This design comes from an exercise in tuning for small area on the open sky130 flow, not from production work. Function was checked by simulation only, so behaviour that the tests miss may differ from the original. Power figures rest on the tool's default switching activity, not on a simulated workload.

<file path="flow/run.sh">
#!/bin/bash
# synth_recipe.tcl (not shown) runs the flow's synth.tcl, then flattens the netlist and writes it again
# the make line also repeats each setting of config.mk as NAME=value (left out here)
make -C /OpenROAD-flow-scripts/flow DESIGN_CONFIG=/design/flow/config.mk WORK_HOME=/design/flow/orfs CLKGATE_MAP_FILE= SYNTH_SCRIPT=/design/flow/synth_recipe.tcl finish
</file>
<file path="flow/config.mk">
export PLATFORM = sky130hd
export DESIGN_NAME = uart_fifo_top
export DESIGN_NICKNAME = uart_fifo_top
export VERILOG_FILES = /design/flow/design.v
export SDC_FILE = /design/flow/constraint.sdc
export NUM_CORES = 4
export LEC_CHECK = 0
export CAP_MARGIN = 20
export CORE_MARGIN = 2
export CORE_UTILIZATION = 40
export SLEW_MARGIN = 20
export SYNTH_HIERARCHICAL = 1
export SYNTH_MINIMUM_KEEP_SIZE = 0
</file>
<file path="flow/constraint.sdc">
create_clock -name core_clock -period 10.0 [get_ports {clk}]
set_input_delay 2.0000 -clock core_clock [delete_from_list [all_inputs] [get_ports {clk}]]
set_output_delay 2.0000 -clock core_clock [all_outputs]
set_load 0.01 [all_outputs]
</file>
<file path="flow/design.v">
module fifo_row #(
    parameter WIDTH = 8
)(
    input   logic                       clk,
    input   logic                       i_we,
    input   logic                       i_keep,
    input   logic [WIDTH-1:0]           i_d,
    output  logic [WIDTH-1:0]           o_q
);
    always_ff @ (posedge clk)
        o_q <= ({WIDTH{i_we}} & i_d) | ({WIDTH{i_keep}} & o_q);
endmodule
module fifo_wdec (
    input   logic [5:0]                 i_ptr,
    input   logic                       i_en,
    output  logic [63:0]                o_we,
    output  logic [63:0]                o_keep
);
    always_comb begin
        for (int k = 0; k < 64; k++) begin
            o_we[k]   = i_en & (i_ptr == k);
            o_keep[k] = ~(i_en & (i_ptr == k));
        end
    end
endmodule
module fifo_sel8 #(
    parameter WIDTH = 8
)(
    input   logic [7:0]                 i_sel_n,
    input   logic [8*WIDTH-1:0]         i_d,
    output  logic [WIDTH-1:0]           o_y
);
    logic [8*WIDTH-1:0] t;
    genvar k;
    generate
        for (k = 0; k < 8; k++) begin : g_t
            assign t[k*WIDTH +: WIDTH] = {WIDTH{i_sel_n[k]}} | i_d[k*WIDTH +: WIDTH];
        end
    endgenerate
    assign o_y = t[0*WIDTH +: WIDTH] & t[1*WIDTH +: WIDTH] & t[2*WIDTH +: WIDTH] & t[3*WIDTH +: WIDTH]
               & t[4*WIDTH +: WIDTH] & t[5*WIDTH +: WIDTH] & t[6*WIDTH +: WIDTH] & t[7*WIDTH +: WIDTH];
endmodule
module fifo #(
    parameter WIDTH         = 32,
    parameter DEPTH         = 64
)(
    input   logic                       clk,
    input   logic                       i_push,
    input   logic [WIDTH-1:0]           i_wdata,
    input   logic                       i_pop,
    output  logic [WIDTH-1:0]           o_rdata,
    output  logic                       o_full,
    output  logic                       o_empty,
    input   logic                       rst_n
);
    localparam  PTR_W   = 6;
    logic [PTR_W:0]                 wptr, rptr;
    logic [WIDTH*64-1:0]            mem;
    logic                           same;
    assign same     = (wptr[PTR_W-1:0] == rptr[PTR_W-1:0]);
    assign o_full   = same & (wptr[PTR_W] ^ rptr[PTR_W]);
    assign o_empty  = same & ~(wptr[PTR_W] ^ rptr[PTR_W]);
    logic                           wen, ren;
    assign wen      = i_push & ~o_full;
    assign ren      = i_pop & ~o_empty;
    logic [63:0]                    we, keep;
    fifo_wdec u_wdec (.i_ptr(wptr[PTR_W-1:0]), .i_en(wen), .o_we(we), .o_keep(keep));
    genvar i;
    generate
        for (i = 0; i < 64; i++) begin : g_row
            fifo_row #(.WIDTH(WIDTH)) u_row (
                .clk    (clk),
                .i_we   (we[i]),
                .i_keep (keep[i]),
                .i_d    (i_wdata),
                .o_q    (mem[i*WIDTH +: WIDTH])
            );
        end
    endgenerate
    logic [7:0]                     rlo_n, rhi_n;
    always_comb begin
        for (int k = 0; k < 8; k++) begin
            rlo_n[k] = (rptr[2:0] != k);
            rhi_n[k] = (rptr[5:3] != k);
        end
    end
    logic [8*WIDTH-1:0]             part;
    generate
        for (i = 0; i < 8; i++) begin : g_grp
            fifo_sel8 #(.WIDTH(WIDTH)) u_sel (
                .i_sel_n(rlo_n),
                .i_d    (mem[i*8*WIDTH +: 8*WIDTH]),
                .o_y    (part[i*WIDTH +: WIDTH])
            );
        end
    endgenerate
    fifo_sel8 #(.WIDTH(WIDTH)) u_sel_top (.i_sel_n(rhi_n), .i_d(part), .o_y(o_rdata));
    always_ff @ (posedge clk, negedge rst_n) begin
        if (~rst_n)     wptr <= '0;
        else if (wen)   wptr <= wptr + 1'b1;
    end
    always_ff @ (posedge clk, negedge rst_n) begin
        if (~rst_n)     rptr <= '0;
        else if (ren)   rptr <= rptr + 1'b1;
    end
endmodule
module uart_tx #(
    parameter DATA_WIDTH    = 8
)(
    input   logic                       clk,
    input   logic                       i_tx_en,
    input   logic [DATA_WIDTH-1:0]      i_tx_data,
    input   logic                       i_cfg_parity,
    input   logic [1:0]                 i_cfg_bits,
    input   logic [1:0]                 i_cfg_baud,
    output  logic                       o_tx_serial,
    output  logic                       o_tx_busy,
    output  logic                       o_tx_done,
    input   logic                       rst_n
);
    localparam logic [2:0] IDLE = 3'd0, START = 3'd1, DATA = 3'd2, PARITY = 3'd3, STOP = 3'd4;
    logic [2:0]     state;
    logic [13:0]    baud_cnt;
    logic [2:0]     bit_cnt;
    logic [7:0]     tx_data_reg;
    logic           tx_parity_reg;
    logic           tick;
    always_comb begin
        case (i_cfg_baud)
            2'd0:    tick = (baud_cnt == 14'd867);
            2'd1:    tick = (baud_cnt == 14'd5207);
            2'd2:    tick = (baud_cnt == 14'd10415);
            default: tick = 1'b1;
        endcase
    end
    logic           last_bit;
    assign last_bit = bit_cnt[2] & (bit_cnt[1:0] == i_cfg_bits);
    logic           cur_bit;
    assign cur_bit  = tx_data_reg[bit_cnt];
    assign o_tx_busy = (state != IDLE);
    always_comb begin
        case (state)
            START:   o_tx_serial = 1'b0;
            DATA:    o_tx_serial = cur_bit;
            PARITY:  o_tx_serial = tx_parity_reg;
            default: o_tx_serial = 1'b1;
        endcase
    end
    always_ff @ (posedge clk, negedge rst_n) begin
        if (~rst_n) begin
            state           <= IDLE;
            baud_cnt        <= '0;
            bit_cnt         <= '0;
            tx_data_reg     <= '0;
            tx_parity_reg   <= 1'b0;
            o_tx_done       <= 1'b0;
        end else begin
            o_tx_done       <= (state == STOP) & tick;
            if (state == IDLE || tick) baud_cnt <= '0;
            else                       baud_cnt <= baud_cnt + 1'b1;
            case (state)
                IDLE: begin
                    if (i_tx_en) begin
                        tx_data_reg     <= i_tx_data;
                        tx_parity_reg   <= 1'b0;
                        state           <= START;
                    end
                end
                START: begin
                    if (tick) state <= DATA;
                end
                DATA: begin
                    if (tick) begin
                        tx_parity_reg   <= tx_parity_reg ^ cur_bit;
                        if (last_bit) begin
                            bit_cnt     <= '0;
                            state       <= i_cfg_parity ? PARITY : STOP;
                        end else begin
                            bit_cnt     <= bit_cnt + 1'b1;
                        end
                    end
                end
                PARITY: begin
                    if (tick) state <= STOP;
                end
                default: begin
                    if (tick) state <= IDLE;
                end
            endcase
        end
    end
endmodule
module uart_rx #(
    parameter DATA_WIDTH    = 8
)(
    input   logic                       clk,
    input   logic                       i_rx_en,
    input   logic                       i_rx_serial,
    input   logic                       i_cfg_parity,
    input   logic [1:0]                 i_cfg_bits,
    input   logic [1:0]                 i_cfg_baud,
    output  logic [DATA_WIDTH-1:0]      o_rx_data,
    output  logic                       o_rx_busy,
    output  logic                       o_rx_done,
    input   logic                       rst_n
);
    localparam logic [2:0] IDLE = 3'd0, START = 3'd1, DATA = 3'd2, PARITY = 3'd3, STOP = 3'd4;
    logic [2:0]     state;
    logic [13:0]    baud_cnt;
    logic [2:0]     bit_cnt;
    logic           tick;
    always_comb begin
        tick = 1'b1;
        case (i_cfg_baud)
            2'd0: case (state)
                    START:   tick = (baud_cnt == 14'd433);
                    STOP:    tick = (baud_cnt == 14'd1300);
                    default: tick = (baud_cnt == 14'd867);
                  endcase
            2'd1: case (state)
                    START:   tick = (baud_cnt == 14'd2603);
                    STOP:    tick = (baud_cnt == 14'd7810);
                    default: tick = (baud_cnt == 14'd5207);
                  endcase
            2'd2: case (state)
                    START:   tick = (baud_cnt == 14'd5207);
                    STOP:    tick = (baud_cnt == 14'd15622);
                    default: tick = (baud_cnt == 14'd10415);
                  endcase
            default: tick = 1'b1;
        endcase
    end
    logic           last_bit;
    assign last_bit = bit_cnt[2] & (bit_cnt[1:0] == i_cfg_bits);
    assign o_rx_busy = (state != IDLE);
    always_ff @ (posedge clk, negedge rst_n) begin
        if (~rst_n) begin
            state           <= IDLE;
            baud_cnt        <= '0;
            bit_cnt         <= '0;
            o_rx_data       <= '0;
            o_rx_done       <= 1'b0;
        end else begin
            o_rx_done       <= (state == STOP) & tick;
            if (state == IDLE || tick) baud_cnt <= '0;
            else                       baud_cnt <= baud_cnt + 1'b1;
            case (state)
                IDLE: begin
                    if (i_rx_en && ~i_rx_serial) state <= START;
                end
                START: begin
                    if (tick && ~i_rx_serial) state <= DATA;
                end
                DATA: begin
                    if (tick) begin
                        o_rx_data[bit_cnt] <= i_rx_serial;
                        if (last_bit) begin
                            bit_cnt     <= '0;
                            state       <= i_cfg_parity ? PARITY : STOP;
                        end else begin
                            bit_cnt     <= bit_cnt + 1'b1;
                        end
                    end
                end
                PARITY: begin
                    if (tick) state <= STOP;
                end
                default: begin
                    if (tick) state <= IDLE;
                end
            endcase
        end
    end
endmodule
module uart_fifo_top (
    input  logic        clk,
    input  logic        rst_n,
    input  logic        cfg_parity,
    input  logic [1:0]  cfg_bits,
    input  logic [1:0]  cfg_baud,
    input  logic        tx_push,
    input  logic [7:0]  tx_wdata,
    output logic        tx_full,
    output logic        tx_empty,
    output logic        tx_serial,
    output logic        tx_busy,
    output logic        tx_done,
    input  logic        rx_en,
    input  logic        rx_serial,
    input  logic        rx_pop,
    output logic [7:0]  rx_rdata,
    output logic        rx_full,
    output logic        rx_empty,
    output logic        rx_busy,
    output logic        rx_done
);
    logic [7:0] tx_fifo_rdata;
    logic       tx_start;
    logic [7:0] rx_data;
    assign tx_start = ~tx_empty & ~tx_busy;
    fifo #(.WIDTH(8), .DEPTH(64)) u_tx_fifo (
        .clk     (clk),
        .i_push  (tx_push),
        .i_wdata (tx_wdata),
        .i_pop   (tx_start),
        .o_rdata (tx_fifo_rdata),
        .o_full  (tx_full),
        .o_empty (tx_empty),
        .rst_n   (rst_n)
    );
    uart_tx #(.DATA_WIDTH(8)) u_uart_tx (
        .clk          (clk),
        .i_tx_en      (tx_start),
        .i_tx_data    (tx_fifo_rdata),
        .i_cfg_parity (cfg_parity),
        .i_cfg_bits   (cfg_bits),
        .i_cfg_baud   (cfg_baud),
        .o_tx_serial  (tx_serial),
        .o_tx_busy    (tx_busy),
        .o_tx_done    (tx_done),
        .rst_n        (rst_n)
    );
    uart_rx #(.DATA_WIDTH(8)) u_uart_rx (
        .clk          (clk),
        .i_rx_en      (rx_en),
        .i_rx_serial  (rx_serial),
        .i_cfg_parity (cfg_parity),
        .i_cfg_bits   (cfg_bits),
        .i_cfg_baud   (cfg_baud),
        .o_rx_data    (rx_data),
        .o_rx_busy    (rx_busy),
        .o_rx_done    (rx_done),
        .rst_n        (rst_n)
    );
    fifo #(.WIDTH(8), .DEPTH(64)) u_rx_fifo (
        .clk     (clk),
        .i_push  (rx_done),
        .i_wdata (rx_data),
        .i_pop   (rx_pop),
        .o_rdata (rx_rdata),
        .o_full  (rx_full),
        .o_empty (rx_empty),
        .rst_n   (rst_n)
    );
endmodule
</file>
==> results of run 1 <==
==> cells in the mapped netlist (all sizes together), types with 3 or more instances <==
library cell     n  share of area [%]
nand2b           3              0.041
nor3            18               0.20
or3              5              0.069
nor4           149                4.1
o22ai          579                8.0
nand4bb         12               0.30
a21o             3              0.052
a21oi            7              0.077
o41ai            3              0.058
o211ai           8               0.13
nor3b            6               0.13
a22o          1024                 20
and4b           10               0.22
nand3b          10               0.17
xor2            37               0.71
nor4b           15               0.43
mux2i            4              0.088
o31ai            3               0.11
ha              24               0.66
nand4            9               0.19
clkbuf          91               0.85
and3            11               0.15
buf            390                6.7
nand4b          10               0.19
and4bb          12               0.33
o2111ai          3              0.058
or2              4              0.055
o21ai           17               0.24
and2             5              0.069
and3b            6               0.12
or3b             9               0.17
mux2            15               0.39
nand3           28               0.31
dfrtp           87                4.8
or4b             9               0.26
a32o             6               0.13
nand2          177                1.5
nor2           197                1.7
inv             31               0.26
dfxtp         1024                 45
and4             5              0.096
xnor2           29               0.62
or4              5               0.11
==> layer usage <==
layer	track usage, %	up-vias	wire (um)
met3	3.87	299	10900
met2	34.9	1567	61200
met5	0	-	0
li1	-	15500	-
met1	33.3	17200	63300
met4	9.46	0	5920
==> power by group <==
group          switching, mW  leakage, nW  internal [mW]
sequential             0.730         9.44           5.40
clock                   1.81         1.88           2.55
combinational           3.40         7.07           2.24
total                   5.94         18.4           10.2
==> cell type report <==
type,instances,area [um2]
fillers,10700,64200
clock inverters,33,429
clock buffers,176,3410
flip-flops and latches,1111,22700
well taps,1500,1880
repair buffers,70,581
multi-input cells,2496,19300
inverters,31,116
diodes,1,2.50
==> logic make-up (layout without fill, tap and decap cells) <==
family / after synthesis / in the layout / share of synthesized area [%]
other: 0 / 1 / 0
muxes: 21 / 21 / 0.575
adders and majority gates: 24 / 24 / 0.661
AOI/OAI and AO/OA: 1668 / 1668 / 28.9
xor gates and xnor gates: 66 / 66 / 1.34
and+or+nand+nor: 717 / 717 / 10.8
DFF: 1111 / 1111 / 49.9
buffers and inverters: 512 / 310 / 7.79
==> per-stage QoR <==
step	area, um2	util [%]	instances
2_1_floorplan	45500	-	4119
3_5_place_dp	44600	39.6	5208
4_1_cts	48400	43.0	5417
3_3_place_gp	44600	39.5	5208
5_1_grt	48400	43.0	5417
6_report	48400	43.0	5418
==> Yosys stat by module, one instance, submodules excluded, a selection <==
module / cell area, um2 / cells
fifo_wdec: 1070 / 195
uart_fifo_top: 3.75 / 1
==> how the worst max path moves through the flow <==
stage	startpoint	to	slack, ns	cells past startpoint
after CTS	u_rx_fifo.rptr[2]$_DFFE_PN0P_	rx_rdata[4]	3.42	9
after detailed placement	u_rx_fifo.rptr[2]$_DFFE_PN0P_	rx_rdata[4]	4.19	9
after floorplan	u_rx_fifo.rptr[0]$_DFFE_PN0P_	rx_rdata[0]	6.01	8
final	u_rx_fifo.rptr[2]$_DFFE_PN0P_	rx_rdata[4]	3.32	9
after global routing	u_rx_fifo.rptr[2]$_DFFE_PN0P_	rx_rdata[3]	3.22	9
after global placement	u_rx_fifo.rptr[2]$_DFFE_PN0P_	rx_rdata[4]	4.21	9
==> run summary, run 1 <==
Worst EP arrival=4.68 ns; largest registers=u_rx_fifo.g_row.u_row.o_q (512), u_tx_fifo.g_row.u_row.o_q (512); worst r2r src=u_tx_fifo.rptr[2]$_DFFE_PN0P_; Reg2Reg Setup Slack=6.23 ns; Static Leak=18.4 nW; fin nets=3865; Synth-to-Final Area Change=6.48%; R2R Path End=u_uart_tx.tx_data_reg[0]$_DFFE_PN0P_; # resized after CTS=0; Final Cycle Share=66.8%; clock-pin slew on the worst setup and hold paths=0.06 ns; hold worst-path end=u_tx_fifo.g_row[47].u_row.o_q[0]$_DFF_P_; Pre-antenna DRT Iters=6; share of cells above drive strength 1=12.1%; Syn Nets=4162; CP max stage delay=0.63 ns; vias=34500; Starting Density=40.4%; vias in the first global route=32500; register bit total from synthesis=1111; Crit path max-delay family=buffers and inverters; startpoint types=flip-flop; Sink Count=1111; full die area=116000 um2; status=timing/DRC/antenna clean; min Tclk post-route=6.68 ns; Slowest-stage cell, CP=clkdlybuf4s50_1; GR Overflow Total=0; first-pass GRT wire length=212000 um; antenna viol nets, final=0; RePlAce Congestion=0.870; Synth async-reset ratio=7.83%; IO Port Bufs=35; fmax=0.150 GHz; CP max FO=33; Hold Path Depth=1; CTS Buf Count=112; fin. max-slew vios=0; RSZ-0062 raised after global routing=no; max-cap violations=0; io pins=36; die height=341 um; Post-Synthesis Cells=4119; core box area=113000 um2; Total Power=16.1 mW; HPWL after DPL=84500 um; drt total wl=141000 um; 1st-iter DRT viols=3955; worst vdd ir=236 uV; commonest non-fill, non-tap cells in the layout=a22o_1, dfxtp_1, o22ai_1, nor2_1, nand2_1; Sum Neg Setup Slack=0 ns; HP Start=u_tx_fifo.g_row[47].u_row.o_q[0]$_DFF_P_; crit path kind=reg -> out; Layout Skew=0.0331 ns; DRC=0; final hold violations=0; worst hold slack=0.471 ns; relative slew slack=16.0%; CP Capture Type=output pin; Synth Cell Area=45500 um2; Main synth FF type=dfxtp_1; clk buf depth=3; CP Cell Sequence=inv_1, ha_1, inv_2, buf_4, o22ai_1, nor4_2, o22ai_1, nor4_2, clkdlybuf4s50_1; Mean Syn Cell Area=11.0 um2; CP Buf/Inv Count=4; largest net degree at the start of global routing=66; Setup WS pre-CTS=4.19 ns; Post-synth EDFFs=0; final setup fails=0; num rows=123; min-delay worst type=reg -> reg; CTS tree=built; postcts setup bufs=0; Slew @ Worst Pin=1.26 ns; worst reg-to-reg path cell count=9; Synth cell types=79; die width=341 um; worst path required time=8.00 ns; Tot GR Track Use=23.3%; Vias/cell=6.37; Power Dens Cells=333 nW/um2; H-tree lvl count=3; Clock Latency Late Sink=0.73 ns; register area share after synthesis=49.9%; Hold Buf Count CTS=0; Clock Root Buffer=clkbuf_16; initial antenna violation count=0; YS warnings=11; final worst slack=3.32 ns; DR WL/cell=26.1 um
==> run 2: changes to the inputs <==
--- a/flow/config.mk
+++ b/flow/config.mk
@@ -10,2 +10,3 @@
 export CORE_UTILIZATION = 40
+export CTS_BUF_LIST = sky130_fd_sc_hd__clkbuf_4
 export SLEW_MARGIN = 20
==> run 2 against run 1 <==
  * Register-to-register slack improved by 0.04 ns
  * Still clean on timing, DRC and antenna
  * Largest power group unchanged
  * Non-clock buffer count is the same
  * Synthesized area is the same
==> run summary, run 2 <==
Syn Nets=4162 (unchanged); Tot GR Track Use=23.7% (+0.36 points); die height=341 um (unchanged); Hold Buf Count CTS=0 (unchanged); final setup fails=0 (unchanged); Post-Synthesis Cells=4119 (unchanged); drt total wl=143000 um (+1.0%); vias=35800 (+3.6%); largest net degree at the start of global routing=66 (unchanged); Clock Root Buffer=clkbuf_4; final instance area=48100 um2 (-0.59%); Worst setup endpoint=rx_rdata[4]; H-tree lvl count=5 (+2); antenna viol nets, final=0 (unchanged); Sink Count=1111 (unchanged); Switch Pwr=5.96 mW (+0.29%); core box area=113000 um2 (unchanged); # resized after CTS=0 (unchanged); Post-synth EDFFs=0 (unchanged); metal2 WL=62100 um (+1.4%); HPWL after DPL=84500 um (unchanged); Layout Skew=0.0930 ns (+0.0599 ns); Power Dens Cells=325 nW/um2 (-2.4%); Sequential Power Share=39.1% (+1.1 points); Final Cycle Share=70.2% (+3.4 points); worst r2r src=u_tx_fifo.rptr[2]$_DFFE_PN0P_; status=timing/DRC/antenna clean; IO Port Bufs=35 (unchanged); full die area=116000 um2 (unchanged); Synth cell types=79 (unchanged); num rows=123 (unchanged); die width=341 um (unchanged); Fill cells=10900 (+1.8%); GR Overflow Total=0 (unchanged); Vias/cell=6.28 (-1.5%); DRC=0 (unchanged); CP max FO=33 (unchanged); clock share of power=24.8% (-2.2 points); vias in the first global route=34100 (+4.9%); YS warnings=11 (unchanged); Sum Neg Setup Slack=0 ns (unchanged); worst vdd ir=231 uV (-2.1%); P_int=9.69 mW (-4.9%); startpoint types=flip-flop; register bit total from synthesis=1111 (unchanged); CP max stage delay=0.63 ns (about the same); largest registers=u_rx_fifo.g_row.u_row.o_q (512), u_tx_fifo.g_row.u_row.o_q (512); crit path kind=reg -> out; min Tclk post-route=7.02 ns (+0.345 ns); Synth Cell Area=45500 um2 (unchanged); Critical path origin=u_rx_fifo.rptr[2]$_DFFE_PN0P_; Slew @ Worst Pin=1.23 ns (-0.0310 ns); worst reg-to-reg path cell count=9 (unchanged); largest cells by area after synthesis=dfxtp_1, a22o_1, o22ai_1, dfrtp_1, nor4_2; max-cap violations=0 (unchanged); met3 WL=11800 um (+8.6%); final hold violations=0 (unchanged); RSZ-0062 raised after global routing=no; share of cells above drive strength 1=17.8% (+5.6 points); io pins=36 (unchanged); cell taking the most area after synthesis=dfxtp_1; Synth top area share=45.1% (unchanged); Slowest-stage cell, CP=clkdlybuf4s50_1; postcts setup bufs=0 (unchanged); first-pass GRT wire length=214000 um (+1.3%); Pre-antenna DRT Iters=5 (-1); met1 WL=63200 um (-0.25%); initial antenna violation count=2 (+2); placed instance area=44600 um2 (unchanged); Reg2Reg Setup Slack=6.27 ns (+0.04 ns); fin. max-slew vios=0 (unchanged); CTS Buf Count=304 (+170%); RePlAce Congestion=0.870 (unchanged); commonest cells in the netlist=a22o_1, dfxtp_1, o22ai_1; fmax=0.142 GHz (-4.9%); CTS tree=built; relative slew slack=18.0% (+2.1 points); highest routed layer=met4; Synth-to-Final Area Change=5.85%; clock-pin slew on the worst setup and hold paths=0.07 ns (about the same); Clock Latency Late Sink=1.18 ns (+0.45 ns); R2R Path End=u_uart_tx.tx_data_reg[0]$_DFFE_PN0P_; worst path required time=8.00 ns (about the same); Worst EP arrival=5.02 ns (+0.34 ns); CP Cell Sequence=inv_1, ha_1, inv_2, buf_4, o22ai_1, nor4_2, o22ai_1, nor4_2, clkdlybuf4s50_1; Mean Syn Cell Area=11.0 um2 (unchanged); Net Sw Frac=38.1% (+1.2 points); min-delay worst type=reg -> reg; Main synth FF type=dfxtp_1; fin nets=4057 (+5.0%); register area share after synthesis=49.9% (unchanged); commonest non-fill, non-tap cells in the layout=a22o_1, dfxtp_1, o22ai_1, clkbuf_4, nor2_1; 1st-iter DRT viols=3807 (-3.7%); CP Capture Type=output pin; Starting Density=40.4% (unchanged); DR WL/cell=25.1 um (-4.0%); combinational share of power=36.0% (+1.0 points); Synth async-reset ratio=7.83% (unchanged); Static Leak=18.6 nW (+1.4%); clk buf depth=4 (+1)
-- run 2: changes by cell type in the layout (fill, tap and decap cells not counted), sizes merged --
cell	delta
clkinvlp	-2
clkinv	+28
bufinv	-5
clkbuf	+258
diode	+2
-- run 2: critical path: cells and delay by family (launching register included) --
kind / cells / cell delay [ns]
DFF: 1 / 0.56
and+or+nand+nor: 2 / 0.95
buffers and inverters: 4 / 1.74
AOI/OAI and AO/OA: 2 / 0.41
adders and majority gates: 1 / 0.24
-- run 2: how the worst min path moves through the flow --
stage                                                  start  slack [ns]  cells past startpoint                                       end
floorplan            u_tx_fifo.g_row[0].u_row.o_q[6]$_DFF_P_        0.44                      1   u_tx_fifo.g_row[0].u_row.o_q[6]$_DFF_P_
global placement    u_tx_fifo.g_row[40].u_row.o_q[6]$_DFF_P_        0.45                      1  u_tx_fifo.g_row[40].u_row.o_q[6]$_DFF_P_
detailed placement  u_tx_fifo.g_row[24].u_row.o_q[6]$_DFF_P_        0.45                      1  u_tx_fifo.g_row[24].u_row.o_q[6]$_DFF_P_
CTS                 u_rx_fifo.g_row[35].u_row.o_q[0]$_DFF_P_        0.47                      1  u_rx_fifo.g_row[35].u_row.o_q[0]$_DFF_P_
global route        u_tx_fifo.g_row[23].u_row.o_q[7]$_DFF_P_        0.48                      1  u_tx_fifo.g_row[23].u_row.o_q[7]$_DFF_P_
finish              u_tx_fifo.g_row[41].u_row.o_q[2]$_DFF_P_        0.47                      1  u_tx_fifo.g_row[41].u_row.o_q[2]$_DFF_P_
-- run 2: power by group through the flow --
stage | logic [mW] | clock network [mW] | registers (mW)
3_5_place_dp | 5.55 | 0 | 6.17
6_report | 5.64 | 3.88 | 6.12
5_1_grt | 5.95 | 4.23 | 6.23
2_1_floorplan | 4.00 | 0 | 6.05
4_1_cts | 5.56 | 3.98 | 6.09
3_3_place_gp | 5.47 | 0 | 6.16
-- run 2: kinds of logic (layout without fill, tap and decap cells) --
logic type,Yosys count,after routing,share of synthesized area (%)
mux,21,21,0.575
simple gates,717,717,10.8
flops,1111,1111,49.9
other cells,0,3,0
xor+xnor,66,66,1.34
compound gates,1668,1668,28.9
buf+inv,512,589,7.79
fa+ha+maj,24,24,0.661
-- run 2: routing by layer --
layer / GRT usage [%] / up-vias
li1: - / 16000
met1: 33.1 / 17600
met2: 34.8 / 1841
met3: 4.86 / 313
met4: 11.5 / 0
met5: 0 / -
-- run 2: per-stage QoR --
step	utilization, %	worst slack (ns)	hold slack (ns)	total power, mW	cells
5_1_grt	42.7	2.73	0.480	16.4	5699
3_5_place_dp	39.6	4.19	0.454	11.7	5208
4_1_cts	42.7	2.90	0.472	15.6	5696
2_1_floorplan	-	6.01	0.440	10.1	4119
3_3_place_gp	39.5	4.21	0.452	11.6	5208
6_report	42.7	2.98	0.470	15.6	5699
-- run 2: cell type report --
cell class | count | area, um2 | area share [%]
flip-flops and latches | 1111 | 22700 | 47.1
clock buffers | 434 | 3260 | 6.77
repair buffers | 70 | 581 | 1.21
well taps | 1500 | 1880 | 3.90
multi-input cells | 2496 | 19300 | 40.1
diodes | 3 | 7.51 | 0.0156
clock inverters | 54 | 290 | 0.603
inverters | 31 | 116 | 0.242
-- run 2: modules after synthesis, one instance, submodules excluded, excerpt --
module         copies in the design  flip-flops and latches
fifo_wdec                         2                       0
uart_fifo_top                     1                       0
==> run 3: changes to the inputs <==
--- a/flow/design.v
+++ b/flow/design.v
@@ -122,3 +122,3 @@
     logic [2:0]     state;
-    logic [13:0]    baud_cnt;
+    logic [13:0]    baud_cnt;        
     logic [2:0]     bit_cnt;
@@ -126,2 +126,5 @@
     logic           tx_parity_reg;
+    function automatic logic has(input logic [13:0] c, input logic [13:0] v);
+        has = ((c & v) == v);
+    endfunction
     logic           tick;
@@ -129,5 +132,5 @@
         case (i_cfg_baud)
-            2'd0:    tick = (baud_cnt == 14'd867);
-            2'd1:    tick = (baud_cnt == 14'd5207);
-            2'd2:    tick = (baud_cnt == 14'd10415);
+            2'd0:    tick = has(baud_cnt, 14'd867);
+            2'd1:    tick = has(baud_cnt, 14'd5207);
+            2'd2:    tick = has(baud_cnt, 14'd10415);
             default: tick = 1'b1;
@@ -148,2 +151,12 @@
     end
+    always_ff @ (posedge clk) begin
+        if (state == IDLE || tick) baud_cnt <= '0;
+        else                       baud_cnt <= baud_cnt + 1'b1;
+        if (state == IDLE) begin
+            tx_data_reg     <= i_tx_data;
+            tx_parity_reg   <= 1'b0;
+        end else if (state == DATA && tick) begin
+            tx_parity_reg   <= tx_parity_reg ^ cur_bit;
+        end
+    end
     always_ff @ (posedge clk, negedge rst_n) begin
@@ -151,6 +164,3 @@
             state           <= IDLE;
-            baud_cnt        <= '0;
             bit_cnt         <= '0;
-            tx_data_reg     <= '0;
-            tx_parity_reg   <= 1'b0;
             o_tx_done       <= 1'b0;
@@ -158,11 +168,5 @@
             o_tx_done       <= (state == STOP) & tick;
-            if (state == IDLE || tick) baud_cnt <= '0;
-            else                       baud_cnt <= baud_cnt + 1'b1;
             case (state)
                 IDLE: begin
-                    if (i_tx_en) begin
-                        tx_data_reg     <= i_tx_data;
-                        tx_parity_reg   <= 1'b0;
-                        state           <= START;
-                    end
+                    if (i_tx_en) state <= START;
                 end
@@ -173,3 +177,2 @@
                     if (tick) begin
-                        tx_parity_reg   <= tx_parity_reg ^ cur_bit;
                         if (last_bit) begin
@@ -208,4 +211,10 @@
     logic [2:0]     state;
-    logic [13:0]    baud_cnt;
+    logic [13:0]    baud_cnt;        
     logic [2:0]     bit_cnt;
+    logic [4:0]     data_lo;         
+    logic [7:5]     data_hi;         
+    assign o_rx_data = {data_hi, data_lo};
+    function automatic logic has(input logic [13:0] c, input logic [13:0] v);
+        has = ((c & v) == v);
+    endfunction
     logic           tick;
@@ -215,15 +224,15 @@
             2'd0: case (state)
-                    START:   tick = (baud_cnt == 14'd433);
-                    STOP:    tick = (baud_cnt == 14'd1300);
-                    default: tick = (baud_cnt == 14'd867);
+                    START:   tick = has(baud_cnt, 14'd433);
+                    STOP:    tick = has(baud_cnt, 14'd1300);
+                    default: tick = has(baud_cnt, 14'd867);
                   endcase
             2'd1: case (state)
-                    START:   tick = (baud_cnt == 14'd2603);
-                    STOP:    tick = (baud_cnt == 14'd7810);
-                    default: tick = (baud_cnt == 14'd5207);
+                    START:   tick = has(baud_cnt, 14'd2603);
+                    STOP:    tick = has(baud_cnt, 14'd7810);
+                    default: tick = has(baud_cnt, 14'd5207);
                   endcase
             2'd2: case (state)
-                    START:   tick = (baud_cnt == 14'd5207);
-                    STOP:    tick = (baud_cnt == 14'd15622);
-                    default: tick = (baud_cnt == 14'd10415);
+                    START:   tick = has(baud_cnt, 14'd5207);
+                    STOP:    tick = has(baud_cnt, 14'd15622);
+                    default: tick = has(baud_cnt, 14'd10415);
                   endcase
@@ -235,2 +244,8 @@
     assign o_rx_busy = (state != IDLE);
+    always_ff @ (posedge clk) begin
+        if (state == IDLE || tick) baud_cnt <= '0;
+        else                       baud_cnt <= baud_cnt + 1'b1;
+        for (int k = 0; k < 5; k++)
+            if (state == DATA && tick && bit_cnt == k) data_lo[k] <= i_rx_serial;
+    end
     always_ff @ (posedge clk, negedge rst_n) begin
@@ -238,5 +253,4 @@
             state           <= IDLE;
-            baud_cnt        <= '0;
             bit_cnt         <= '0;
-            o_rx_data       <= '0;
+            data_hi         <= '0;
             o_rx_done       <= 1'b0;
@@ -244,4 +258,2 @@
             o_rx_done       <= (state == STOP) & tick;
-            if (state == IDLE || tick) baud_cnt <= '0;
-            else                       baud_cnt <= baud_cnt + 1'b1;
             case (state)
@@ -255,3 +267,4 @@
                     if (tick) begin
-                        o_rx_data[bit_cnt] <= i_rx_serial;
+                        for (int k = 5; k < 8; k++)
+                            if (bit_cnt == k) data_hi[k] <= i_rx_serial;
                         if (last_bit) begin
--- a/flow/config.mk
+++ b/flow/config.mk
@@ -10,3 +10,5 @@
 export CORE_UTILIZATION = 40
-export CTS_BUF_LIST = sky130_fd_sc_hd__clkbuf_4
+export CTS_BUF_LIST = sky130_fd_sc_hd__clkbuf_16
+export CTS_CLUSTER_DIAMETER = 100
+export CTS_CLUSTER_SIZE = 30
 export SLEW_MARGIN = 20
==> run 3 against run 2 <==
  * Largest power group unchanged
  * Still clean
  * Critical path depth did not move
  * Total power fell by 12%
  * Highest routed layer is now met5
  * Routed wire length is 3.9% lower
  * Global-route usage decreased by 0.87 points
  * Largest cell class unchanged
  * Clock-buffer cell count down 390
  * Die area fell by 1.3%
  * Synthesized cell count shrank 1.7%
  * Core utilization down 1.9 points
  * Flip-flop and latch count unchanged
==> run summary, run 3 <==
full die area=115000 um2 (-1.3%); HP Start=u_uart_tx.baud_cnt[0]$_SDFF_PP0_; Layout Skew=0.0272 ns (-0.0658 ns); final setup fails=0 (unchanged); CP max stage delay=0.61 ns (-0.02 ns); Crit path max-delay family=buffers and inverters; Setup WS pre-CTS=4.20 ns (+0.0158 ns); Sink Count=1111 (unchanged); DRC=0 (unchanged); max-cap violations=0 (unchanged); relative slew slack=17.4% (-0.67 points); IO Port Bufs=35 (unchanged); placed instance area=44000 um2 (-1.2%); clk buf depth=3 (-1); share of cells above drive strength 1=9.23% (-8.5 points); most common cell after layout, fill and taps aside=dfxtp_1; CTS tree=built; Clock Latency Late Sink=0.68 ns (-0.50 ns); first-pass GRT wire length=207000 um (-3.6%); final hold violations=0 (unchanged); GR Layer Usage met2=35.0% (+0.28 points); core box area=111000 um2 (-1.5%); final worst slack=3.38 ns (+0.402 ns); io pins=36 (unchanged); # resized after CTS=0 (unchanged); Starting Density=40.4% (+0.076 points); RePlAce Congestion=0.865 (-0.61%); startpoint types=flip-flop; GR Overflow Total=0 (unchanged); register area share after synthesis=50.4% (+0.48 points); commonest cells in the netlist=dfxtp_1, a22o_1, o22ai_1; Post-Synthesis Cells=4047 (-1.7%); worst vdd ir=186 uV (-19%); vias=33400 (-6.7%); Total Power=13.8 mW (-12%); worst path required time=8.00 ns (about the same); Syn Nets=4089 (-1.8%); vias in the first global route=31700 (-7.1%); dpl cells=5140 (-1.3%); Mean Syn Cell Area=11.1 um2 (+0.45%); most common cell in the netlist=dfxtp_1; CP Buf/Inv Count=4 (unchanged); min-delay worst type=reg -> reg; RSZ-0062 raised after global routing=no; fmax=0.151 GHz (+6.1%); hold worst-path end=u_uart_tx.baud_cnt[0]$_SDFF_PP0_; CP max FO=33 (unchanged); ANT cells=0 (-3); die height=339 um (-0.65%); R2R Path End=u_tx_fifo.g_row[9].u_row.o_q[5]$_DFF_P_; worst r2r src=u_tx_fifo.wptr[0]$_DFFE_PN0P_; Main synth FF type=dfxtp_1; largest net degree at the start of global routing=65 (-1.5%); Final Cycle Share=66.2% (-4.0 points); Cell Count, Final, Fillers Out=5203 (-8.7%); Hold Path Depth=1 (unchanged); fin. max-slew vios=0 (unchanged); worst reg-to-reg path cell count=7 (-2); Reg2Reg Setup Slack=6.44 ns (+0.17 ns); Synth async-reset ratio=4.05% (-3.8 points); 1st-iter DRT viols=3728 (-2.1%); Post-synth EDFFs=13 (+13); final instance area=45300 um2 (-5.9%); fin nets=3741 (-7.8%); postcts setup bufs=0 (unchanged); Worst EP arrival=4.62 ns (-0.40 ns); min Tclk post-route=6.62 ns (-0.402 ns); DR WL/cell=26.4 um (+5.3%); initial antenna violation count=0 (-2); num rows=122 (-0.81%); Slowest-stage cell, CP=clkdlybuf4s50_1; status=timing/DRC/antenna clean; clock-pin slew on the worst setup and hold paths=0.12 ns (+0.05 ns); largest cells by area after synthesis=dfxtp_1, a22o_1, o22ai_1, nor4_2, buf_6; Synth Cell Area=44900 um2 (-1.3%); routing usage on met3=3.39% (-1.5 points); CP Cell Sequence=inv_1, ha_1, inv_2, buf_4, o22ai_1, nor4_2, o22ai_1, nor4_2, clkdlybuf4s50_1; Hold Buf Count CTS=0 (unchanged); Sum Neg Setup Slack=0 ns (unchanged); Pre-antenna DRT Iters=5 (unchanged); Slew @ Worst Pin=1.24 ns (+0.0100 ns); crit path kind=reg -> out; Power Dens Cells=304 nW/um2 (-6.4%); Synth top area share=47.0% (+1.9 points); CTS Buf Count=44 (-86%); Synth-to-Final Area Change=0.923%; grt met1 use=32.0% (-1.1 points); cell taking the most area after synthesis=dfxtp_1; Clock Root Buffer=clkbuf_16; HPWL after DPL=85300 um (+0.92%); drt total wl=137000 um (-3.9%); largest registers=u_rx_fifo.g_row.u_row.o_q (512), u_tx_fifo.g_row.u_row.o_q (512); commonest non-fill, non-tap cells in the layout=dfxtp_1, a22o_1, o22ai_1, nor2_1, nand2_1; Synth cell types=76 (-3.8%); Tot GR Track Use=22.8% (-0.87 points); GR peak layer=met2; stages on the worst setup path=9 (unchanged); Static Leak=16.8 nW (-9.8%); Vias/cell=6.41 (+2.2%); die width=339 um (-0.65%); YS warnings=11 (unchanged); register bit total from synthesis=1111 (unchanged); antenna viol nets, final=0 (unchanged); CP Capture Type=output pin; H-tree lvl count=2 (-3)
-- run 3: changes by cell type in the layout (fill, tap and decap cells not counted), moves of 6 or more --
cell | before | now
clkbuf_4 | 434 | 0
clkbuf_16 | 0 | 44
clkinv_1 | 42 | 0
dfrtp_1 | 78 | 42
dfxtp_1 | 1024 | 1053
edfxtp_1 | 0 | 13
nand4_1 | 7 | 15
nor2_1 | 189 | 181
o211ai_1 | 8 | 1
dfrtp_2 | 9 | 3
-- run 3: per-module statistics from Yosys (local to each module, per instance), excerpt --
module,flops+latches,cells inside
uart_fifo_top,0,1
fifo_wdec,0,195
-- run 3: report_power, final --
group	leakage (nW)	switching (mW)	internal [mW]
clock	0.653	1.44	0.850
sequential	9.25	0.671	5.43
combinational	6.92	3.14	2.24
total	16.8	5.25	8.52
-- run 3: logic make-up (layout without fill, tap and decap cells) --
family	Yosys count	count (layout)	share of synthesized area [%]
AOI/OAI and AO/OA	1648	1648	28.9
xor gates and xnor gates	64	64	1.32
adders and majority gates	23	23	0.641
buffers and inverters	498	166	7.75
DFF	1111	1111	50.4
muxes	17	17	0.513
and+or+nand+nor	686	686	10.5
-- run 3: worst max path at each step --
stage | slack [ns] | to | from
after floorplan | 6.01 | rx_rdata[0] | u_rx_fifo.rptr[0]$_DFFE_PN0P_
after global placement | 4.24 | rx_rdata[4] | u_rx_fifo.rptr[2]$_DFFE_PN0P_
after detailed placement | 4.20 | rx_rdata[4] | u_rx_fifo.rptr[2]$_DFFE_PN0P_
after CTS | 3.46 | rx_rdata[4] | u_rx_fifo.rptr[2]$_DFFE_PN0P_
after global routing | 3.28 | rx_rdata[0] | u_rx_fifo.rptr[2]$_DFFE_PN0P_
final | 3.38 | rx_rdata[4] | u_rx_fifo.rptr[2]$_DFFE_PN0P_
-- run 3: area by class of cell --
type / instances / area [um2]
clock inverter: 18 / 163
clock buffer: 44 / 1100
multi-input combinational: 2438 / 18800
fill: 10600 / 65700
sequential: 1111 / 22600
timing repair buffer: 78 / 636
inverter: 26 / 97.6
tap: 1488 / 1860
-- run 3: per-layer routing --
layer / routed length, um / vias to the layer above
met5: 58 / -
met1: 61400 / 16700
li1: - / 15000
met2: 60500 / 1394
met3: 9680 / 261
met4: 5720 / 2
-- run 3: metrics by stage --
stage,utilization [%],hold WS (ns)
2_1_floorplan,-,0.418
3_3_place_gp,39.7,0.437
3_5_place_dp,39.7,0.441
4_1_cts,40.8,0.459
5_1_grt,40.8,0.480
6_report,40.8,0.453
==> run 4: changes to the inputs <==
--- a/flow/config.mk
+++ b/flow/config.mk
@@ -12,3 +12,3 @@
 export CTS_CLUSTER_DIAMETER = 100
-export CTS_CLUSTER_SIZE = 30
+export CTS_CLUSTER_SIZE = 24
 export SLEW_MARGIN = 20
==> run 4 against run 3 <==
  * Maximum frequency rose by 0.52%
  * Final cell count grew 0.15%
  * Core utilization grew 0.20 points
  * Flip-flop and latch count stayed put
  * Synthesized area unchanged
  * Largest cell class unchanged
  * Critical path depth stayed put
  * Critical path type unchanged
  * First-iteration DRC count fell by 0.89%
  * Sequential share of layout area down 0.25 points
  * Critical endpoint is now rx_rdata[7]
  * Design area is 0.50% higher
  * Clock skew up 0.013 ns
  * Global-route usage up 0.10 points
==> run summary, run 4 <==
fmax=0.152 GHz (+0.52%); num rows=122 (unchanged); vias in the first global route=31800 (+0.29%); HP Start=u_uart_tx.baud_cnt[0]$_SDFF_PP0_; 1st-iter DRT viols=3695 (-0.89%); ANT cells=0 (unchanged); CTS Buf Count=54 (+23%); Synth top area share=47.0% (unchanged); Mean Syn Cell Area=11.1 um2 (unchanged); largest registers=u_rx_fifo.g_row.u_row.o_q (512), u_tx_fifo.g_row.u_row.o_q (512); worst hold slack=0.451 ns (-0.00252 ns); register area=22600 um2 (unchanged); full die area=115000 um2 (unchanged); commonest non-fill, non-tap cells in the layout=dfxtp_1, a22o_1, o22ai_1, nor2_1, nand2_1; Tot GR Track Use=22.9% (+0.10 points); Setup WS pre-CTS=4.20 ns (unchanged); Static Leak=16.9 nW (+0.66%); # resized after CTS=0 (unchanged); worst vdd ir=171 uV (-8.0%); Synth Cell Area=44900 um2 (unchanged); Final Core Density=41.0% (+0.20 points); fin nets=3751 (+0.27%); postcts setup bufs=0 (unchanged); io pins=36 (unchanged); YS warnings=11 (unchanged); register bit total from synthesis=1111 (unchanged); CTS tree=built; antenna viol nets, final=0 (unchanged); DRC=0 (unchanged); RePlAce Congestion=0.865 (unchanged); combined area of the multi-input logic cells=18800 um2 (unchanged); Reg2Reg Setup Slack=6.39 ns (-0.05 ns); most common cell in the netlist=dfxtp_1; Layout Skew=0.0405 ns (+0.0132 ns); initial antenna violation count=0 (unchanged); Hold Path Depth=1 (unchanged); worst r2r src=u_tx_fifo.wptr[0]$_DFFE_PN0P_; H-tree lvl count=2 (unchanged); Final Cycle Share=65.9% (-0.34 points); Post-Synthesis Cells=4047 (unchanged); Post-synth EDFFs=13 (unchanged); core box area=111000 um2 (unchanged); die height=339 um (unchanged); final hold violations=0 (unchanged); Starting Density=40.4% (unchanged); status=timing/DRC/antenna clean; die width=339 um (unchanged); CP Capture Type=output pin; final worst slack=3.41 ns (+0.0344 ns); startpoint types=flip-flop; dpl cells=5140 (unchanged); max-cap violations=0 (unchanged); Cell Count, Final, Fillers Out=5211 (+0.15%); Power Dens Cells=307 nW/um2 (+0.88%); most common cell after layout, fill and taps aside=dfxtp_1; Sum Neg Setup Slack=0 ns (unchanged); register area share after synthesis=50.4% (unchanged); commonest cells in the netlist=dfxtp_1, a22o_1, o22ai_1; clock-pin slew on the worst setup and hold paths=0.10 ns (-0.02 ns); min-delay worst type=reg -> reg; Sink Count=1111 (unchanged); CP max FO=33 (unchanged); crit path kind=reg -> out; Main synth FF type=dfxtp_1; worst reg-to-reg path cell count=7 (unchanged); drt total wl=138000 um (+0.32%); RSZ-0062 raised after global routing=no; Vias/cell=6.42 (about the same); largest net degree at the start of global routing=65 (unchanged); Synth async-reset ratio=4.05% (unchanged); HPWL after DPL=85300 um (unchanged); share of cells above drive strength 1=9.43% (+0.20 points); Clock Latency Late Sink=0.69 ns (about the same); min Tclk post-route=6.59 ns (-0.0344 ns); clk buf depth=3 (unchanged); IO Port Bufs=35 (unchanged); Slew @ Worst Pin=1.19 ns (-0.0418 ns); fin. max-slew vios=0 (unchanged); largest cells by area after synthesis=dfxtp_1, a22o_1, o22ai_1, nor4_2, buf_6; cell taking the most area after synthesis=dfxtp_1; hold worst-path end=u_uart_tx.baud_cnt[0]$_SDFF_PP0_; Syn Nets=4089 (unchanged); DR WL/cell=26.4 um (+0.17%); Pre-antenna DRT Iters=5 (unchanged); Synth-to-Final Area Change=1.42%; Synth cell types=76 (unchanged); Clock Root Buffer=clkbuf_16; final setup fails=0 (unchanged); Hold Buf Count CTS=0 (unchanged); R2R Path End=u_tx_fifo.g_row[9].u_row.o_q[1]$_DFF_P_; Fill cells=10600 (-0.12%); GR Overflow Total=0 (unchanged); vias=33400 (+0.24%); worst path required time=8.00 ns (about the same); first-pass GRT wire length=208000 um (+0.41%); Worst EP arrival=4.59 ns (-0.03 ns); relative slew slack=20.2% (+2.8 points)
[run 4: cell counts after synthesis]
Identical to the previous run, type by type.
[run 4: kinds of logic after synthesis]
group | share of synthesized area (%)
xor gates and xnor gates | 1.32
adders and majority gates | 0.641
buffers and inverters | 7.75
and+or+nand+nor | 10.5
DFF | 50.4
muxes | 0.513
AOI/OAI and AO/OA | 28.9
[run 4: metal layers]
layer,track usage (%),vias up,share of wire (%)
li1,-,15000,-
met1,31.9,16700,44
met2,35.3,1454,44
met3,3.80,262,7.7
met4,8.94,2,4.0
met5,0.292,-,0.038
[run 4: area by class of cell]
| class | count | share of cell area, % |
|---|---|---|
| well taps | 1488 | 4.09 |
| repair buffers | 78 | 1.40 |
| multi-input cells | 2438 | 41.4 |
| clock inverters | 16 | 0.302 |
| clock buffers | 54 | 2.97 |
| inverters | 26 | 0.214 |
| flip-flops and latches | 1111 | 49.7 |
[run 4: per-module statistics from Yosys (local to each module, per instance), excerpt]
module,cell area [um2],copies in the design,cells,flip-flops and latches
fifo_wdec,1070,2,195,0
uart_fifo_top,3.75,1,1,0
[run 4: metrics by stage]
| stage | area, um2 | total power, mW |
|---|---|---|
| global placement | 44000 | 11.4 |
| finish | 45500 | 14.0 |
| global route | 45500 | 14.6 |
| CTS | 45500 | 13.9 |
| floorplan | 44900 | 9.98 |
| detailed placement | 44000 | 11.5 |
[run 4: worst max-delay path, cell delays in order (launching register included)]
cell and delay (ns):
dfrtp_1 0.58, inv_1 0.18, ha_1 0.25, inv_2 0.45, buf_4 0.48, o22ai_1 0.16, nor4_2 0.41, o22ai_1 0.26
nor4_2 0.49, clkdlybuf4s50_1 0.63
[run 4: how the worst max path moves through the flow]
stage	start	to	slack, ns	cells past startpoint
floorplan	u_rx_fifo.rptr[0]$_DFFE_PN0P_	rx_rdata[0]	6.01	8
global placement	u_rx_fifo.rptr[2]$_DFFE_PN0P_	rx_rdata[4]	4.24	9
detailed placement	u_rx_fifo.rptr[2]$_DFFE_PN0P_	rx_rdata[4]	4.20	9
CTS	u_rx_fifo.rptr[2]$_DFFE_PN0P_	rx_rdata[4]	3.45	9
global route	u_rx_fifo.rptr[2]$_DFFE_PN0P_	rx_rdata[4]	3.29	9
finish	u_rx_fifo.rptr[2]$_DFFE_PN0P_	rx_rdata[7]	3.41	9
[run 4: report_power, final]
| group | leakage (nW) | internal [mW] | total, mW | switching [mW] |
|---|---|---|---|---|
| Combinational | 6.92 | 2.24 | 5.39 | 3.15 |
| Clock | 0.764 | 0.991 | 2.47 | 1.48 |
| Sequential | 9.25 | 5.43 | 6.10 | 0.670 |
==> run 5: changes to the inputs <==
--- a/flow/config.mk
+++ b/flow/config.mk
@@ -10,5 +10,5 @@
 export CORE_UTILIZATION = 40
-export CTS_BUF_LIST = sky130_fd_sc_hd__clkbuf_16
-export CTS_CLUSTER_DIAMETER = 100
-export CTS_CLUSTER_SIZE = 24
+export CTS_BUF_LIST = sky130_fd_sc_hd__clkbuf_8
+export CTS_CLUSTER_DIAMETER = 80
+export CTS_CLUSTER_SIZE = 16
 export SLEW_MARGIN = 20
==> run 5 against run 4 <==
  * Flip-flop and latch count unchanged
  * Total power decreased by 1.8%
  * Global-route usage increased by 0.11 points
  * Synthesized area unchanged
  * First-iteration DRC count decreased by 2.6%
  * Final cell count increased by 0.65%
  * Combinational power about the same
  * Critical path depth unchanged
  * Clock skew increased by 0.015 ns
  * Die area unchanged
  * Worst setup slack got worse by 0.090 ns
  * Non-clock buffer count unchanged
  * Largest cell class unchanged
  * Largest power group unchanged
  * Highest routed layer unchanged
==> run summary, run 5 <==
final instance area=45300 um2 (-0.51%); min Tclk post-route=6.68 ns (+0.0897 ns); Tot GR Track Use=23.0% (+0.11 points); register bit total from synthesis=1111 (unchanged); H-tree lvl count=3 (+1); commonest cells in the netlist=dfxtp_1, a22o_1, o22ai_1; postcts setup bufs=0 (unchanged); Layout Skew=0.0554 ns (+0.0149 ns); register area share after synthesis=50.4% (unchanged); Static Leak=16.9 nW (-0.49%); fmax=0.150 GHz (-1.3%); DRC=0 (unchanged); startpoint types=flip-flop; IO Port Bufs=35 (unchanged); Sink Count=1111 (unchanged); commonest non-fill, non-tap cells in the layout=dfxtp_1, a22o_1, o22ai_1, nor2_1, nand2_1; HPWL after DPL=85300 um (unchanged); Mean Syn Cell Area=11.1 um2 (unchanged); Synth top area share=47.0% (unchanged); CP max FO=33 (unchanged); antenna viol nets, final=0 (unchanged); relative slew slack=13.0% (-7.2 points); Total Power=13.7 mW (-1.8%); clock-pin slew on the worst setup and hold paths=0.12 ns (+0.02 ns); crit path kind=reg -> out; Final Cycle Share=66.8% (+0.90 points); 1st-iter DRT viols=3598 (-2.6%); Crit path max-delay family=buffers and inverters; CTS Buf Count=81 (+50%); final worst slack=3.32 ns (-0.0897 ns); drt total wl=138000 um (+0.27%); first-pass GRT wire length=208000 um (+0.23%); die height=339 um (unchanged); Clock Root Buffer=clkbuf_8; Cell Count, Final, Fillers Out=5245 (+0.65%); CP Capture Type=output pin; Post-Synthesis Cells=4047 (unchanged); worst vdd ir=176 uV (+2.7%); Syn Nets=4089 (unchanged); share of cells above drive strength 1=10.2% (+0.77 points); io pins=36 (unchanged); largest registers=u_rx_fifo.g_row.u_row.o_q (512), u_tx_fifo.g_row.u_row.o_q (512); Vias/cell=6.40 (-0.32%); dpl cells=5140 (unchanged); vias=33600 (+0.33%); Final Core Density=40.8% (-0.21 points); Slowest-stage cell, CP=clkdlybuf4s50_1; RePlAce Congestion=0.865 (unchanged); final setup fails=0 (unchanged); Starting Density=40.4% (unchanged); fin nets=3778 (+0.72%); Sum Neg Setup Slack=0 ns (unchanged); initial antenna violation count=1 (+1); clk buf depth=3 (unchanged); core box area=111000 um2 (unchanged); YS warnings=11 (unchanged); # resized after CTS=0 (unchanged); largest net degree at the start of global routing=65 (unchanged); most common cell in the netlist=dfxtp_1; Synth-to-Final Area Change=0.906%; vias in the first global route=32100 (+1.0%); CTS tree=built; worst path required time=8.00 ns (about the same); Setup WS pre-CTS=4.20 ns (unchanged); Main synth FF type=dfxtp_1; Synth Cell Area=44900 um2 (unchanged); full die area=115000 um2 (unchanged); placed instance area=44000 um2 (unchanged); cell taking the most area after synthesis=dfxtp_1; DR WL/cell=26.3 um (-0.38%); Slew @ Worst Pin=1.30 ns (+0.107 ns); largest cells by area after synthesis=dfxtp_1, a22o_1, o22ai_1, nor4_2, buf_6; status=timing/DRC/antenna clean; Pre-antenna DRT Iters=6 (+1); final hold violations=0 (unchanged); fin. max-slew vios=0 (unchanged); die width=339 um (unchanged); Power Dens Cells=303 nW/um2 (-1.3%); Synth async-reset ratio=4.05% (unchanged); num rows=122 (unchanged); max-cap violations=0 (unchanged); Post-synth EDFFs=13 (unchanged); Fill cells=10700 (+0.66%); worst hold slack=0.451 ns (+0.000282 ns); min-delay worst type=reg -> reg; most common cell after layout, fill and taps aside=dfxtp_1; CP Buf/Inv Count=4 (unchanged); GR Overflow Total=0 (unchanged); RSZ-0062 raised after global routing=no; Clock Latency Late Sink=0.76 ns (+0.07 ns); Hold Buf Count CTS=0 (unchanged); Synth cell types=76 (unchanged); CP max stage delay=0.61 ns (-0.02 ns); Worst EP arrival=4.68 ns (+0.09 ns); CP Cell Sequence=inv_1, ha_1, inv_2, buf_4, o22ai_1, nor4_2, o22ai_1, nor4_2, clkdlybuf4s50_1
run 5: cell counts after synthesis:
Identical to the previous run, type by type.
run 5: where the power goes:
group	leakage (nW)	switching (mW)	internal, mW
combinational	6.92	3.15	2.24
sequential	9.25	0.669	5.43
clock	0.682	1.46	0.759
total	16.9	5.28	8.43
run 5: per-module statistics from Yosys, one instance, submodules excluded, excerpt:
module         cells  area, um2  times used
fifo_wdec        195       1070           2
uart_fifo_top      1       3.75           1
run 5: final cells by class:
| class | count | area [um2] | area share [%] |
|---|---|---|---|
| flip-flops and latches | 1111 | 22600 | 49.9 |
| multi-input cells | 2438 | 18800 | 41.6 |
| well taps | 1488 | 1860 | 4.11 |
| clock buffers | 82 | 1130 | 2.49 |
| repair buffers | 78 | 636 | 1.40 |
| clock inverters | 20 | 123 | 0.271 |
| inverters | 26 | 97.6 | 0.216 |
| diodes | 2 | 5.00 | 0.0111 |
run 5: logic make-up after synthesis:
kind of cell             count (synthesis)  synth area share [%]
AND/OR/NAND/NOR                        686                  10.5
flip-flops                            1111                  50.4
XOR/XNOR                                64                  1.32
AO/OA/AOI/OAI                         1648                  28.9
adder cells (fa/ha/maj)                 23                 0.641
multiplexers                            17                 0.513
buffers and inverters                  498                  7.75
run 5: worst paths after layout:
kind,startpoint,end,slack [ns],cells past startpoint
min in group asynchronous,rst_n,u_tx_fifo.rptr[6]$_DFFE_PN0P_,1.32,2
hold reg to reg,u_uart_tx.baud_cnt[0]$_SDFF_PP0_,u_uart_tx.baud_cnt[0]$_SDFF_PP0_,0.45,1
max in group asynchronous,rst_n,u_uart_rx.data_hi[5]$_DFFE_PN0P_,8.13,2
setup reg to reg,u_tx_fifo.wptr[0]$_DFFE_PN0P_,u_tx_fifo.g_row[9].u_row.o_q[1]$_DFF_P_,6.36,7
setup / recovery,u_rx_fifo.rptr[2]$_DFFE_PN0P_,rx_rdata[4],3.32,9
hold / removal,u_uart_tx.baud_cnt[0]$_SDFF_PP0_,u_uart_tx.baud_cnt[0]$_SDFF_PP0_,0.45,1
run 5: per-layer routing:
metal | routed length [um] | GRT usage (%) | vias to the layer above
met5 | 103 | 0.667 | -
met4 | 6390 | 10.7 | 4
met3 | 10400 | 4.02 | 287
met2 | 60300 | 34.8 | 1494
met1 | 60900 | 31.9 | 16700
li1 | - | - | 15100
run 5: worst reg2reg max path, delay by kind of cell (launching register included):
kind                      cells  cell delay [ns]
and+or+nand+nor               3             1.69
AOI/OAI and AO/OA             2             0.40
buffers and inverters         1             0.22
xor gates and xnor gates      1             0.22
DFF                           1             1.05
==> run 6: changes to the inputs <==
==> flow/flow/run.sh (new file) <==
#!/bin/bash
# Standard layout, with one extra step after placement-time resizing: every
# logic cell and register is set to the smallest drive strength of its own
# function, and the port buffers to buf_1 (the later repair steps upsize
# whatever then needs it). Each tool's output goes to a log of its own.
set -euo pipefail
R=orfs/results/${FLOW_PLATFORM}/uart_fifo_top/base
bash standard.sh synth > synth.log 2>&1
bash standard.sh 3_4_place_resized > place.log 2>&1
RESULTS=$R openroad -no_init -exit flow/downsize.tcl > downsize.log 2>&1
bash standard.sh finish > finish.log 2>&1
==> flow/flow/downsize.tcl (new file) <==
# Set every logic cell and register of the placed design to the smallest
# cell of the same function (same name but the drive-strength suffix), and
# the port buffers to buf_1.
set odb $::env(RESULTS)/3_4_place_resized.odb
read_db $odb
set db [ord::get_db]
set block [ord::get_db_block]
set skip {^sky130_fd_sc_hd__(tap|fill|decap|diode|conb|clk|buf|inv|dly|lpflow|probe)}
set saved 0
set n 0
foreach inst [$block getInsts] {
    set m [$inst getMaster]
    set name [$m getName]
    set iname [$inst getName]
    if {[regexp {^(input|output)[0-9]+$} $iname] && [regexp {^sky130_fd_sc_hd__(buf|clkbuf|clkdlybuf4s[0-9]+)_[0-9]+$} $name]} {
        set best [$db findMaster sky130_fd_sc_hd__buf_1]
    } elseif {[regexp $skip $name]} {
        continue
    } elseif {[regexp {^(sky130_fd_sc_hd__\w+?)_(\d+)$} $name -> fam drv]} {
        set best $m
        foreach d {0 1 2} {
            set c [$db findMaster ${fam}_$d]
            if {$c ne "NULL" && $c ne "" && [$c getWidth] < [$best getWidth]} {
                set best $c
            }
        }
    } else {
        continue
    }
    if {[$best getName] ne $name} {
        set saved [expr {$saved + [$m getWidth] - [$best getWidth]}]
        incr n
        puts "swap $iname $name -> [$best getName]"
        $inst swapMaster $best
    }
}
puts "downsized $n instances, width saved [expr {$saved / 1000.0}] um"
write_db $odb
==> flow/standard.sh (new file) <==
#!/bin/bash
# synth_recipe.tcl (not shown) runs the flow's synth.tcl, then flattens the netlist and writes it again
# the make line also repeats each setting of config.mk as NAME=value (left out here)
make -C /OpenROAD-flow-scripts/flow DESIGN_CONFIG=/design/flow/config.mk WORK_HOME=/design/flow/orfs CLKGATE_MAP_FILE= SYNTH_SCRIPT=/design/flow/synth_recipe.tcl "${@:-finish}"
--- a/flow/config.mk
+++ b/flow/config.mk
@@ -9,6 +9,6 @@
 export CORE_MARGIN = 2
-export CORE_UTILIZATION = 40
-export CTS_BUF_LIST = sky130_fd_sc_hd__clkbuf_8
+export CORE_UTILIZATION = 60
+export CTS_BUF_LIST = sky130_fd_sc_hd__clkbuf_16
 export CTS_CLUSTER_DIAMETER = 80
-export CTS_CLUSTER_SIZE = 16
+export CTS_CLUSTER_SIZE = 28
 export SLEW_MARGIN = 20
removed: flow/run.sh
==> run 6 against run 5 <==
  * Largest cell class unchanged
  * Combinational power down about 10%
  * Sequential power is 0.7% higher
  * Flip-flop and latch count did not move
  * Critical path depth unchanged
  * Routed wire length increased by 0.29%
  * Largest power group unchanged
  * Critical endpoint is now rx_rdata[2]
  * Still clean on timing, DRC and antenna
  * Total power shrank 2.0%
  * Design area decreased by 3.8%
  * Via count rose by 2.4%
==> run summary, run 6 <==
Synth-to-Final Area Change=-2.97%; status=timing/DRC/antenna clean; share of cells above drive strength 1=4.18% (-6.0 points); RSZ-0062 raised after global routing=no; largest registers=u_rx_fifo.g_row.u_row.o_q (512), u_tx_fifo.g_row.u_row.o_q (512); Power Dens Cells=309 nW/um2 (+1.9%); Post-Synth Simple-Gate Area=10.5% (unchanged); min Tclk post-route=6.25 ns (-0.427 ns); largest family of logic cells by synthesized area=compound AO/OA/AOI/OAI gates; register bit total from synthesis=1111 (unchanged); min-delay worst type=reg -> reg; worst path required time=8.00 ns (about the same); final instance area=43500 um2 (-3.8%); largest net degree at the start of global routing=65 (unchanged); YS warnings=11 (unchanged); drt total wl=138000 um (+0.29%); H-tree lvl count=2 (-1); DR WL/cell=29.4 um (+12%); worst vdd ir=202 uV (+15%); mux share of post-synthesis cell area=0.513% (unchanged); combined area of the multi-input logic cells=17600 um2 (-6.3%); final hold violations=0 (unchanged); HPWL after DPL=87200 um (+2.2%); antenna viol nets, final=0 (unchanged); CP Capture Type=output pin; Sum Neg Setup Slack=0 ns (unchanged); register area=22600 um2 (about the same); Mean Syn Cell Area=11.1 um2 (unchanged); Synth Area in Compound Gates=28.9% (unchanged); most common cell in the netlist=dfxtp_1; Clock Latency Late Sink=0.66 ns (-0.10 ns); Syn Nets=4089 (unchanged); Vias/cell=7.30 (+14%); Layout Skew=0.0339 ns (-0.0215 ns); vias=34400 (+2.4%); post-synthesis adder-cell area fraction=0.641% (unchanged); commonest non-fill, non-tap cells in the layout=dfxtp_1, a22o_1, o22ai_1, nor2_1, nand2_1; die width=277 um (-18%); Synth cell types=76 (unchanged); relative slew slack=17.6% (+4.7 points); RePlAce Congestion=0.944 (+9.1%); Sink Count=1111 (unchanged); core box area=74200 um2 (-33%); 1st-iter DRT viols=4159 (+16%); initial antenna violation count=0 (-1); num rows=100 (-18%); IO Port Bufs=35 (unchanged); register area share after synthesis=50.4% (unchanged); full die area=77000 um2 (-33%); Synth top area share=47.0% (unchanged); Fill cells=6228 (-42%); Post-synth EDFFs=13 (unchanged); Final Cycle Share=62.5% (-4.3 points); clk buf depth=3 (unchanged); Static Leak=16.6 nW (-1.3%); Tot GR Track Use=34.4% (+11 points); Synth async-reset ratio=4.05% (unchanged); GR Overflow Total=0 (unchanged); cell taking the most area after synthesis=dfxtp_1; Main synth FF type=dfxtp_1; largest cells by area after synthesis=dfxtp_1, a22o_1, o22ai_1, nor4_2, buf_6; # resized after CTS=0 (unchanged); Worst EP arrival=4.25 ns (-0.43 ns); Post-Synth XOR/XNOR Area=1.32% (unchanged); io pins=36 (unchanged); fin. max-slew vios=0 (unchanged); postcts setup bufs=0 (unchanged); Setup WS pre-CTS=4.59 ns (+0.388 ns); max-cap violations=0 (unchanged); final worst slack=3.75 ns (+0.427 ns); Slew @ Worst Pin=1.22 ns (-0.0836 ns); final setup fails=0 (unchanged); fin nets=3754 (-0.64%); CTS tree=built; CTS Buf Count=49 (-40%); die height=277 um (-18%); most common cell after layout, fill and taps aside=dfxtp_1; DRC=0 (unchanged); commonest cells in the netlist=dfxtp_1, a22o_1, o22ai_1; placed instance area=42000 um2 (-4.7%); crit path kind=reg -> out; CP max FO=64 (+94%); Post-Synthesis Cells=4047 (unchanged); Synth Cell Area=44900 um2 (unchanged); fmax=0.160 GHz (+6.8%); ANT cells=0 (-2); first-pass GRT wire length=207000 um (-0.69%); clock-pin slew on the worst setup and hold paths=0.10 ns (-0.02 ns); Clock Root Buffer=clkbuf_16; Pre-antenna DRT Iters=6 (unchanged); vias in the first global route=32300 (+0.51%); worst hold slack=0.454 ns (+0.00328 ns); startpoint types=flip-flop; Starting Density=60.5% (+20 points); Final Core Density=58.7% (+18 points); Hold Buf Count CTS=0 (unchanged)
## run 6: cell count changes in the layout (fill, tap and decap cells not counted), moves of 12 or more
cell | previous run | this run
nor4_2 | 146 | 1
buf_1 | 0 | 35
nand2_1 | 160 | 172
nand2_2 | 13 | 1
clkbuf_8 | 82 | 0
clkdlybuf4s50_1 | 26 | 0
nor4_1 | 1 | 146
clkbuf_16 | 0 | 53
## run 6: final timing paths
check | start | endpoint | slack [ns] | cells past startpoint
min | u_uart_tx.tx_parity_reg$_SDFFE_PP0P_ | u_uart_tx.tx_parity_reg$_SDFFE_PP0P_ | 0.45 | 1
max | u_rx_fifo.rptr[0]$_DFFE_PN0P_ | rx_rdata[2] | 3.75 | 9
min in group asynchronous | rst_n | u_tx_fifo.wptr[3]$_DFFE_PN0P_ | 1.44 | 2
max reg2reg | u_tx_fifo.wptr[0]$_DFFE_PN0P_ | u_tx_fifo.g_row[30].u_row.o_q[7]$_DFF_P_ | 5.58 | 7
min reg2reg | u_uart_tx.tx_parity_reg$_SDFFE_PP0P_ | u_uart_tx.tx_parity_reg$_SDFFE_PP0P_ | 0.45 | 1
max in group asynchronous | rst_n | u_rx_fifo.wptr[2]$_DFFE_PN0P_ | 8.09 | 2
## run 6: per-module statistics from Yosys, one instance, submodules excluded, excerpt
module         cells  flops+latches  area [um2]  copies in the design
fifo_wdec        195              0        1070                     2
uart_fifo_top      1              0        3.75                     1
## run 6: where the power goes
part	internal, mW	switching (mW)	leakage [nW]	total (mW)
Clock	0.985	1.45	0.751	2.44
Sequential	5.43	0.716	9.26	6.14
Combinational	1.86	3.00	6.62	4.85
Total	8.27	5.17	16.6	13.4
## run 6: critical path, stage by stage, from the launching register on
cell	delay, ns
dfrtp_1	0.48
ha_1	0.28
ha_1	0.21
inv_2	0.05
buf_4	0.62
o22ai_1	0.18
nor4_1	0.71
o22ai_1	0.31
nor4_1	0.53
buf_1	0.22
## run 6: layout make-up
cell class / count / share of cell area (%)
flip-flops and latches: 1111 / 51.9
well taps: 969 / 2.78
clock inverters: 20 / 0.379
inverters: 26 / 0.224
clock buffers: 53 / 3.05
multi-input cells: 2438 / 40.5
repair buffers: 86 / 1.16
## run 6: stage by stage
step / instances / total power, mW
6_report: 4703 / 13.4
5_1_grt: 4703 / 13.9
4_1_cts: 4696 / 13.3
3_5_place_dp: 4623 / 10.9
3_3_place_gp: 4623 / 11.4
2_1_floorplan: 4047 / 9.98
## run 6: cells by family (layout without fill, tap and decap cells)
| logic type | Yosys count | after routing |
|---|---|---|
| xor gates and xnor gates | 64 | 64 |
| adders and majority gates | 23 | 23 |
| buffers and inverters | 498 | 185 |
| muxes | 17 | 17 |
| AOI/OAI and AO/OA | 1648 | 1648 |
| DFF | 1111 | 1111 |
| and+or+nand+nor | 686 | 686 |
## run 6: routing by layer
layer	routed length [um]	track usage [%]	vias to the layer above
li1	-	-	15000
met1	57400	46.2	17100
met2	61600	53.5	1921
met3	11500	5.69	353
met4	8040	17.8	0
met5	0	0	-

-- static timing again, ports no longer ideal --
Ports are ideal in the flow. The routed layouts listed here were re-timed in OpenROAD. Step 1, drivers: a clkbuf_16 drives clk and a buf_2 each remaining input, both assumed. Step 2 moves the port delays by t, midway between the first and last clock arrival at a register: inputs arrive t later, outputs are due t later. That takes back most of the time a late clock gives input paths. Slacks: ideal / step 1 / step 2; pairs: ideal / step 1.
run	t, ns	setup WS [ns]	hold WS [ns]	worst register clock-pin slew, ns	worst data-port slew with drivers (ns)
run 1	0.779	3.322 / 3.256 / 4.035	0.471 / 0.471 / 0.471	0.07 / 0.07	0.07
run 2	1.213	2.977 / 2.909 / 4.122	0.470 / 0.470 / 0.470	0.07 / 0.07	0.07
run 3	0.736	3.378 / 3.310 / 4.047	0.453 / 0.453 / 0.453	0.12 / 0.12	0.04
run 4	0.742	3.413 / 3.344 / 4.085	0.451 / 0.451 / 0.451	0.11 / 0.11	0.04
run 5	0.807	3.323 / 3.252 / 4.059	0.451 / 0.451 / 0.451	0.12 / 0.12	0.04
run 6	0.710	3.750 / 3.685 / 4.395	0.454 / 0.454 / 0.454	0.11 / 0.11	0.08
After both steps every run listed still meets setup and hold.
